This design comes from an exercise in tuning for small area on the open sky130 flow, not from production work.
Only simulation tests tie the RTL to the original design; equivalence was not proved.
Power and IR drop assume default switching activity.

== red ==
Design countertest, start of the top module:
module countertest(input clk, original, input [3:0] in, input rstn,
                   input [3:0] operations, output [7:0] y,
                   output [3:0] Anode_Activate);
Size: ~70 flip-flops, about 4300 um2 of cells after synthesis.
==> module countertest, before the edit <==
module countertest(input clk, original, input [3:0] in, input rstn,
                   input [3:0] operations, output [7:0] y,
                   output [3:0] Anode_Activate);
  function [3:0] nc(input [3:0] v);
    nc = {~(v[3] | v[2] | v[1]), v[2] ^ v[1], v[1], ~v[0]};
  endfunction
  function [3:0] add3(input [3:0] v);
    add3 = (v[3] | (v[2] & (v[1] | v[0]))) ? v + 4'd3 : v;
  endfunction
  reg [3:0] cnt;                        
  wire tick = cnt[3] & cnt[0];
  always @(posedge clk or posedge rstn)
    if (rstn) cnt <= 4'd5;
    else      cnt <= tick ? 4'd0 : cnt + 4'd1;
  reg [1:0] rc;
  always @(posedge clk or posedge rstn)
    if (rstn) rc <= 2'd0;
    else if (tick) rc <= rc + 2'd1;
  reg [3:0] p1, ps, pf;
  reg [3:0] D0, D1, D2, D3;
  always @(posedge clk) if (tick) begin
    p1 <= in;
    ps <= p1;
    pf <= ps;
  end
  wire [3:0] pe = ps & ~pf;
  function [3:0] step(input [3:0] d, input e, input i);
    step = !e ? d : (d[3] & d[0]) ? 4'd0 :
           i ? {d[3] | (d[2] & d[1] & d[0]), d[2] ^ (d[1] & d[0]), d[1] ^ d[0], ~d[0]} : d;
  endfunction
  always @(posedge clk or posedge rstn)
    if (rstn) begin
      D0 <= 4'd0; D1 <= 4'd0; D2 <= 4'd0; D3 <= 4'd0;
    end else if (tick) begin
      D0 <= step(D0, pe[0], in[0]);
      D1 <= step(D1, pe[1], in[1]);
      D2 <= step(D2, pe[2], in[2]);
      D3 <= step(D3, pe[3], in[3]);
    end
  wire [3:0] a = D0, b = D1, c = D2, d = D3;
  wire [1:0] k = rc + 2'd1;             
  wire two = ~|c & (d == 4'd2);         
  wire dz  = ~|c & ~|d;                 
  wire [3:0] u1s; wire u1c;
  radd #(4) ad1 (a, {1'b0, b[3:1]}, 1'b0, u1s, u1c);               
  wire [5:0] m1 = {u1c, u1s, b[0]};                                 
  wire [5:0] m1p; wire m1c;
  radd #(6) ad1c (m1, 6'd0, two, m1p, m1c);
  wire [3:0] N63; wire Nc;
  radd #(4) ad1d (a, {1'b0, m1p[5:3]}, 1'b0, N63, Nc);
  wire [6:0] N = {N63, m1p[2:0]};
  wire [3:0] v1s; wire v1c;
  radd #(4) ad2 (c, {1'b0, d[3:1]}, 1'b0, v1s, v1c);
  wire [5:0] m2 = {v1c, v1s, d[0]};
  wire [3:0] n263; wire n2c;
  radd #(4) ad2d (c, {1'b0, m2[5:3]}, 1'b0, n263, n2c);
  wire [6:0] n2 = {n263, m2[2:0]};
  reg nb, mb;
  always @* case (cnt)
    4'd2: begin nb = N[6]; mb = n2[6]; end
    4'd3: begin nb = N[5]; mb = n2[5]; end
    4'd4: begin nb = N[4]; mb = n2[4]; end
    4'd5: begin nb = N[3]; mb = n2[3]; end
    4'd6: begin nb = N[2]; mb = n2[2]; end
    4'd7: begin nb = N[1]; mb = n2[1]; end
    default: begin nb = N[0]; mb = n2[0]; end
  endcase
  wire first = (cnt == 4'd2);
  reg [3:0] P0, P1, P2, P3;
  wire [3:0] z0 = P0 & {4{~first}}, z1 = P1 & {4{~first}};
  wire [3:0] z2 = P2 & {4{~first}}, z3 = P3 & {4{~first}};
  wire [3:0] h0 = add3(z0), h1 = add3(z1), h2 = add3(z2);
  wire [3:0] d0 = {h0[2:0], 1'b0};
  wire [3:0] d1 = {h1[2:0], h0[3]};
  wire [3:0] d2 = {h2[2:0], h1[3]};
  wire [3:0] d3 = {z3[2:0], h2[3]};
  wire sub = ~operations[0];
  wire neg = {c, d} > {a, b};
  wire dm = original | ~|operations;
  wire az = dm & ~k[1];                 
  wire bz = dm & k[1];                  
  wire [3:0] A0 = tick ? ((sub & ~dm ? nc(d) : d) & {4{~az}}) : d0;
  wire [3:0] A1 = tick ? ((sub & ~dm ? nc(c) : c) & {4{~az}}) : d1;
  wire g = tick ? ~bz : mb;
  wire [3:0] r0, r1;
  wire c1, c2;
  bcdadd ua0 (A0, b & {4{g}}, tick & sub & ~dm & ~neg, r0, c1);
  bcdadd ua1 (A1, a & {4{g}}, c1, r1, c2);
  wire c3 = c2 & d2[3] & d2[0];
  wire [3:0] r2 = c3 ? 4'd0 : d2 + c2;
  wire [3:0] r3 = d3 + c3;
  always @(posedge clk) begin
    P0 <= r0; P1 <= r1; P2 <= r2; P3 <= r3;
  end
  wire cn = sub & ~dm & neg;            
  wire [3:0] s0 = cn ? nc(r0) : r0;
  wire [3:0] s1 = cn ? nc(r1) : r1;
  reg  [6:0] R;
  reg  [7:0] Q;
  wire [7:0] Tr = {R & {7{~first}}, nb};
  wire [7:0] df;
  wire ge;
  radd #(8) sb (Tr, ~{1'b0, n2}, 1'b1, df, ge);
  wire [7:0] Qo = Q & {8{~first}};
  wire [3:0] qh = add3(Qo[7:4]), ql = add3(Qo[3:0]);
  always @(posedge clk) begin
    R <= ge ? df[6:0] : Tr[6:0];
    Q <= {qh[2:0], ql, ge};
  end
  reg [3:0] T;
  reg       op;
  reg [3:0] nd;
  reg       nop;
  always @* begin
    nop = 1'b1;
    if (dm | operations[0] | ~(operations[1] | operations[2])) begin
      nop = ~dm;
      nd = (dm | k[1]) ? (k[0] ? s0 : s1) : {3'd0, k[0] & c2 & ~sub};
    end
    else if (operations[1]) begin
      if (dz) nd = 4'd0;
      else case (k) 2'd0: nd = P3; 2'd1: nd = P2; 2'd2: nd = P1; default: nd = P0; endcase
    end else
      nd = (dz | ~k[1]) ? 4'd0 : k[0] ? Q[3:0] : Q[7:4];
  end
  always @(posedge clk) if (tick) begin
    T  <= nd;
    op <= nop;
  end
  assign Anode_Activate = ~(4'b1000 >> rc);
  wire [3:0] dig = (rc == 2'd0 && neg && operations[3] && !original) ? 4'hf : T;
  reg  [6:0] seg;
  always @* case (dig)
    4'd0: seg = 7'b0000001;  4'd1: seg = 7'b1001111;
    4'd2: seg = 7'b0010010;  4'd3: seg = 7'b0000110;
    4'd4: seg = 7'b1001100;  4'd5: seg = 7'b0100100;
    4'd6: seg = 7'b0100000;  4'd7: seg = 7'b0001111;
    4'd8: seg = 7'b0000000;  4'd9: seg = 7'b0000100;
    4'd15: seg = 7'b1111110;
    default: seg = 7'b1111111;
  endcase
  assign y = {~(rc == 2'd1 && !op), seg};
endmodule
clock: 250.0 ns
lec_check: 0
cap_margin: 20
core_margin: 2
core_utilization: 70
gpl_timing_driven: 0
slew_margin: 20
standard.sh (not shown) runs the stock make flow with config.mk's settings and CLKGATE_MAP_FILE= SYNTH_SCRIPT=/design/flow/synth_recipe.tcl, a recipe that flattens the netlist after the stock synthesis.
==> flow/flow/run.sh <==
#!/bin/bash
# Layout flow: the standard ORFS flow (standard.sh) with these changes,
# all made through ORFS variables and a copy of ORFS's synth.tcl:
#  - synthesis maps the combinational logic with flow/area.abc instead of the
#    ORFS ABC script, run with six &deepsyn seeds, keeping the smallest
#    result (flow/abc_multi.tcl), and leaves adders to ABC (no extract_fa
#    adder cells, no Kogge-Stone carry lookahead); flip-flops are mapped by
#    the same dfflibmap step, so the registers are those of the standard
#    synthesis;
#  - every port still gets a buffer, a buf_1 cell;
#  - CTS builds the clock tree from clkbuf_4 cells without dummy loads; if a
#    flip-flop clock pin of the finished layout then has a slew above
#    118 ps, CTS and the later steps are run again with clkbuf_8 cells.
# Each tool's output goes to a log file in this folder (flow_*.log) and to
# ORFS's own logs under orfs/logs.
set -uo pipefail
W=$(pwd)
F=$W/flow
# one ABC script per &deepsyn seed; abc_multi.tcl keeps the smallest result
scripts=""
for sd in 0 1 2 3 4 5; do
  sed "s/&deepsyn -T 20/\&deepsyn -T 20 -S $sd/" "$F/area.abc" > "$W/own_area_$sd.abc"
  scripts="$scripts $W/own_area_$sd.abc"
done
{ echo "set own_abc_scripts {$scripts}"; cat "$F/abc_multi.tcl"; } > "$W/own_abc_multi.tcl"
sed -e "s|^\(\s*\)log_cmd abc {\*}\$abc_args|\1source $W/own_abc_multi.tcl|" \
    -e 's|"-extra-map $::env(FLOW_HOME)/platforms/common/lcu_kogge_stone.v"|""|' \
    "$FLOW_HOME/scripts/synth.tcl" > "$W/own_orfs_synth.tcl"
grep -q "own_abc_multi.tcl" "$W/own_orfs_synth.tcl" || { echo "synth.tcl patch failed"; exit 1; }
sed -e "s|source \$::env(SCRIPTS_DIR)/synth.tcl|source $W/own_orfs_synth.tcl|" \
    "$W/synth_recipe.tcl" > "$W/own_synth.tcl"
grep -q "own_orfs_synth" "$W/own_synth.tcl" || { echo "synth_recipe.tcl patch failed"; exit 1; }

mkscript () {   # $1: clock buffer cell, $2: script name
  local cts="-sink_clustering_enable -repair_clock_nets -dont_use_dummy_load -root_buf $1 -buf_list $1"
  sed -e "s|SYNTH_SCRIPT=[^ ]*|SYNTH_SCRIPT=$W/own_synth.tcl ADDER_MAP_FILE= 'BUFFER_PORTS_ARGS=-buffer_cell sky130_fd_sc_hd__buf_1' 'CTS_ARGS=$cts'|" \
      "$W/standard.sh" > "$W/$2"
  grep -q "own_synth.tcl" "$W/$2" || { echo "standard.sh patch failed"; exit 1; }
}
mkscript sky130_fd_sc_hd__clkbuf_4 own_standard.sh
mkscript sky130_fd_sc_hd__clkbuf_8 own_standard8.sh

bash "$W/own_standard.sh" finish > "$W/flow_make.log" 2>&1
rc=$?
tail -n 20 "$W/flow_make.log"
[ $rc -eq 0 ] || exit $rc

RES=$(ls -d "$W"/orfs/results/*/countertest/base)
LIB_FILE=$(ls "$FLOW_HOME"/platforms/sky130hd/lib/sky130_fd_sc_hd__tt_025C_1v80.lib) RES=$RES \
  openroad -no_init -exit "$F/clkslew.tcl" > "$W/flow_slew.log" 2>&1
slew=$(sed -n 's/^MAXCLKSLEW //p' "$W/flow_slew.log")
echo "clock pin slew with clkbuf_4: ${slew:-unknown} ns"
if [ -z "$slew" ] || python3 -c "import sys; sys.exit(0 if float('$slew') > 0.118 else 1)"; then
  echo "rebuilding the clock tree with clkbuf_8"
  rm -f "$W/out/final.def"
  bash "$W/own_standard8.sh" clean_cts clean_route clean_finish > "$W/flow_clean.log" 2>&1
  bash "$W/own_standard8.sh" finish > "$W/flow_make8.log" 2>&1
  rc=$?
  tail -n 20 "$W/flow_make8.log"
  exit $rc
fi
exit 0
Other scripts of this flow, unchanged in this note and not shown: flow/flow/abc_multi.tcl, flow/flow/area.abc, flow/flow/clkslew.tcl
red: no failed stages, no open violations at the end
### red -> blue
--- a/flow/design.v
+++ b/flow/design.v
@@ -31,8 +31,8 @@
     if (rstn) cnt <= 4'd5;
     else      cnt <= tick ? 4'd0 : cnt + 4'd1;
-  reg [1:0] rc;
+  reg [1:0] k;
   always @(posedge clk or posedge rstn)
-    if (rstn) rc <= 2'd0;
-    else if (tick) rc <= rc + 2'd1;
+    if (rstn) k <= 2'd1;
+    else if (tick) k <= k + 2'd1;
   reg [3:0] p1, ps, pf;
   reg [3:0] D0, D1, D2, D3;
@@ -57,15 +57,6 @@
     end
   wire [3:0] a = D0, b = D1, c = D2, d = D3;
-  wire [1:0] k = rc + 2'd1;             
   wire two = ~|c & (d == 4'd2);         
   wire dz  = ~|c & ~|d;                 
-  wire [3:0] u1s; wire u1c;
-  radd #(4) ad1 (a, {1'b0, b[3:1]}, 1'b0, u1s, u1c);               
-  wire [5:0] m1 = {u1c, u1s, b[0]};                                 
-  wire [5:0] m1p; wire m1c;
-  radd #(6) ad1c (m1, 6'd0, two, m1p, m1c);
-  wire [3:0] N63; wire Nc;
-  radd #(4) ad1d (a, {1'b0, m1p[5:3]}, 1'b0, N63, Nc);
-  wire [6:0] N = {N63, m1p[2:0]};
   wire [3:0] v1s; wire v1c;
   radd #(4) ad2 (c, {1'b0, d[3:1]}, 1'b0, v1s, v1c);
@@ -74,13 +65,13 @@
   radd #(4) ad2d (c, {1'b0, m2[5:3]}, 1'b0, n263, n2c);
   wire [6:0] n2 = {n263, m2[2:0]};
-  reg nb, mb;
+  reg mb;
   always @* case (cnt)
-    4'd2: begin nb = N[6]; mb = n2[6]; end
-    4'd3: begin nb = N[5]; mb = n2[5]; end
-    4'd4: begin nb = N[4]; mb = n2[4]; end
-    4'd5: begin nb = N[3]; mb = n2[3]; end
-    4'd6: begin nb = N[2]; mb = n2[2]; end
-    4'd7: begin nb = N[1]; mb = n2[1]; end
-    default: begin nb = N[0]; mb = n2[0]; end
+    4'd2: mb = n2[6];
+    4'd3: mb = n2[5];
+    4'd4: mb = n2[4];
+    4'd5: mb = n2[3];
+    4'd6: mb = n2[2];
+    4'd7: mb = n2[1];
+    default: mb = n2[0];
   endcase
   wire first = (cnt == 4'd2);
@@ -114,15 +105,26 @@
   wire [3:0] s0 = cn ? nc(r0) : r0;
   wire [3:0] s1 = cn ? nc(r1) : r1;
+  wire b9 = b[3] & b[0];
+  wire [3:0] a1 = a + (two & b9);                    
+  wire [3:0] b1 = (two & b9) ? 4'd0 : b + two;       
   reg  [6:0] R;
-  reg  [7:0] Q;
-  wire [7:0] Tr = {R & {7{~first}}, nb};
+  reg  [3:0] X;
+  wire [3:0] w1s; wire w1c;
+  radd #(4) ad3 (R[3:0], {1'b0, b1[3:1]}, 1'b0, w1s, w1c);
+  wire [5:0] m3 = {w1c, w1s, b1[0]};
+  wire [3:0] x263; wire x2c;
+  radd #(4) ad3d (R[3:0], {1'b0, m3[5:3]}, 1'b0, x263, x2c);
+  wire [6:0] X2 = {x263, m3[2:0]};
+  wire p1f = k[0] ? (cnt == 4'd1) : (cnt == 4'd5);   
+  wire p2f = k[0] & (cnt == 4'd5);                   
+  wire [6:0] Ri = p1f ? 7'd0 : p2f ? {4'd0, X2[6:4]} : R;
+  wire [3:0] Xi = p1f ? a1 : p2f ? X2[3:0] : X;
+  wire [7:0] Tr = {Ri, Xi[3]};
   wire [7:0] df;
   wire ge;
   radd #(8) sb (Tr, ~{1'b0, n2}, 1'b1, df, ge);
-  wire [7:0] Qo = Q & {8{~first}};
-  wire [3:0] qh = add3(Qo[7:4]), ql = add3(Qo[3:0]);
   always @(posedge clk) begin
     R <= ge ? df[6:0] : Tr[6:0];
-    Q <= {qh[2:0], ql, ge};
+    X <= {Xi[2:0], ge};
   end
   reg [3:0] T;
@@ -140,5 +142,5 @@
       else case (k) 2'd0: nd = P3; 2'd1: nd = P2; 2'd2: nd = P1; default: nd = P0; endcase
     end else
-      nd = (dz | ~k[1]) ? 4'd0 : k[0] ? Q[3:0] : Q[7:4];
+      nd = (dz | ~k[1]) ? 4'd0 : X;
   end
   always @(posedge clk) if (tick) begin
@@ -146,6 +148,6 @@
     op <= nop;
   end
-  assign Anode_Activate = ~(4'b1000 >> rc);
-  wire [3:0] dig = (rc == 2'd0 && neg && operations[3] && !original) ? 4'hf : T;
+  assign Anode_Activate = ~{k == 2'd1, k == 2'd2, k == 2'd3, k == 2'd0};
+  wire [3:0] dig = (k == 2'd1 && neg && operations[3] && !original) ? 4'hf : T;
   reg  [6:0] seg;
   always @* case (dig)
@@ -158,4 +160,4 @@
     default: seg = 7'b1111111;
   endcase
-  assign y = {~(rc == 2'd1 && !op), seg};
+  assign y = {~(k == 2'd2 && !op), seg};
 endmodule
[summary]
Against red, blue comes in 195 lower on via count.
Going from red to blue, register-to-register slack rose by 0.74 ns; flip-flop and latch count shows a reduction of 4; final cell count higher.
In blue, the core utilization came out 0.51 points above the value in red.
Compared with red, blue is the more power-hungry design.
blue against red; number of combinational gates with multiple inputs is up by a few percent.
Lower time the worst path needs with I/O delays and setup goes to red over blue.
Comparing cell area for blue and red, the smaller number came from blue.
blue ends up with higher portion of total power attributed to combinational logic than red does.
End of the critical path = y[2]: blue; end of the critical path = y[3]: red
Looking at blue and red, the number of gates resized after cts is a wash.
Going from red to blue, xor/xnor share of the synthesized area +2.0 points; total length of routed met3 wires -0.50%; fmax -about 0.66%.

## port drivers added, routing unchanged
Ports are ideal in the flow. The routed layouts listed here were re-timed in OpenROAD.
Step 1 assumes that a clkbuf_16 drives the clock port and a buf_2 every other input.
Step 2 also shifts input and output timing later by t, the mid clock arrival at the registers, as if the neighbouring blocks saw the same clock.
Slacks: ideal / step 1 / step 2; pairs: ideal / step 1.
run | t (ns) | slack for setup (ns) | worst data-port slew with drivers (ns) | cell pins on the clock port's net
red | 0.440 | 148.981 / 148.955 / 148.955 | 0.03 | 1
blue | 0.370 | 148.312 / 148.289 / 148.289 | 0.03 | 1
After both steps setup and hold are still met in every run listed. For red, which loses most, drivers alone change the setup slack by -0.026 ns; drivers and shift together by -0.026 ns.
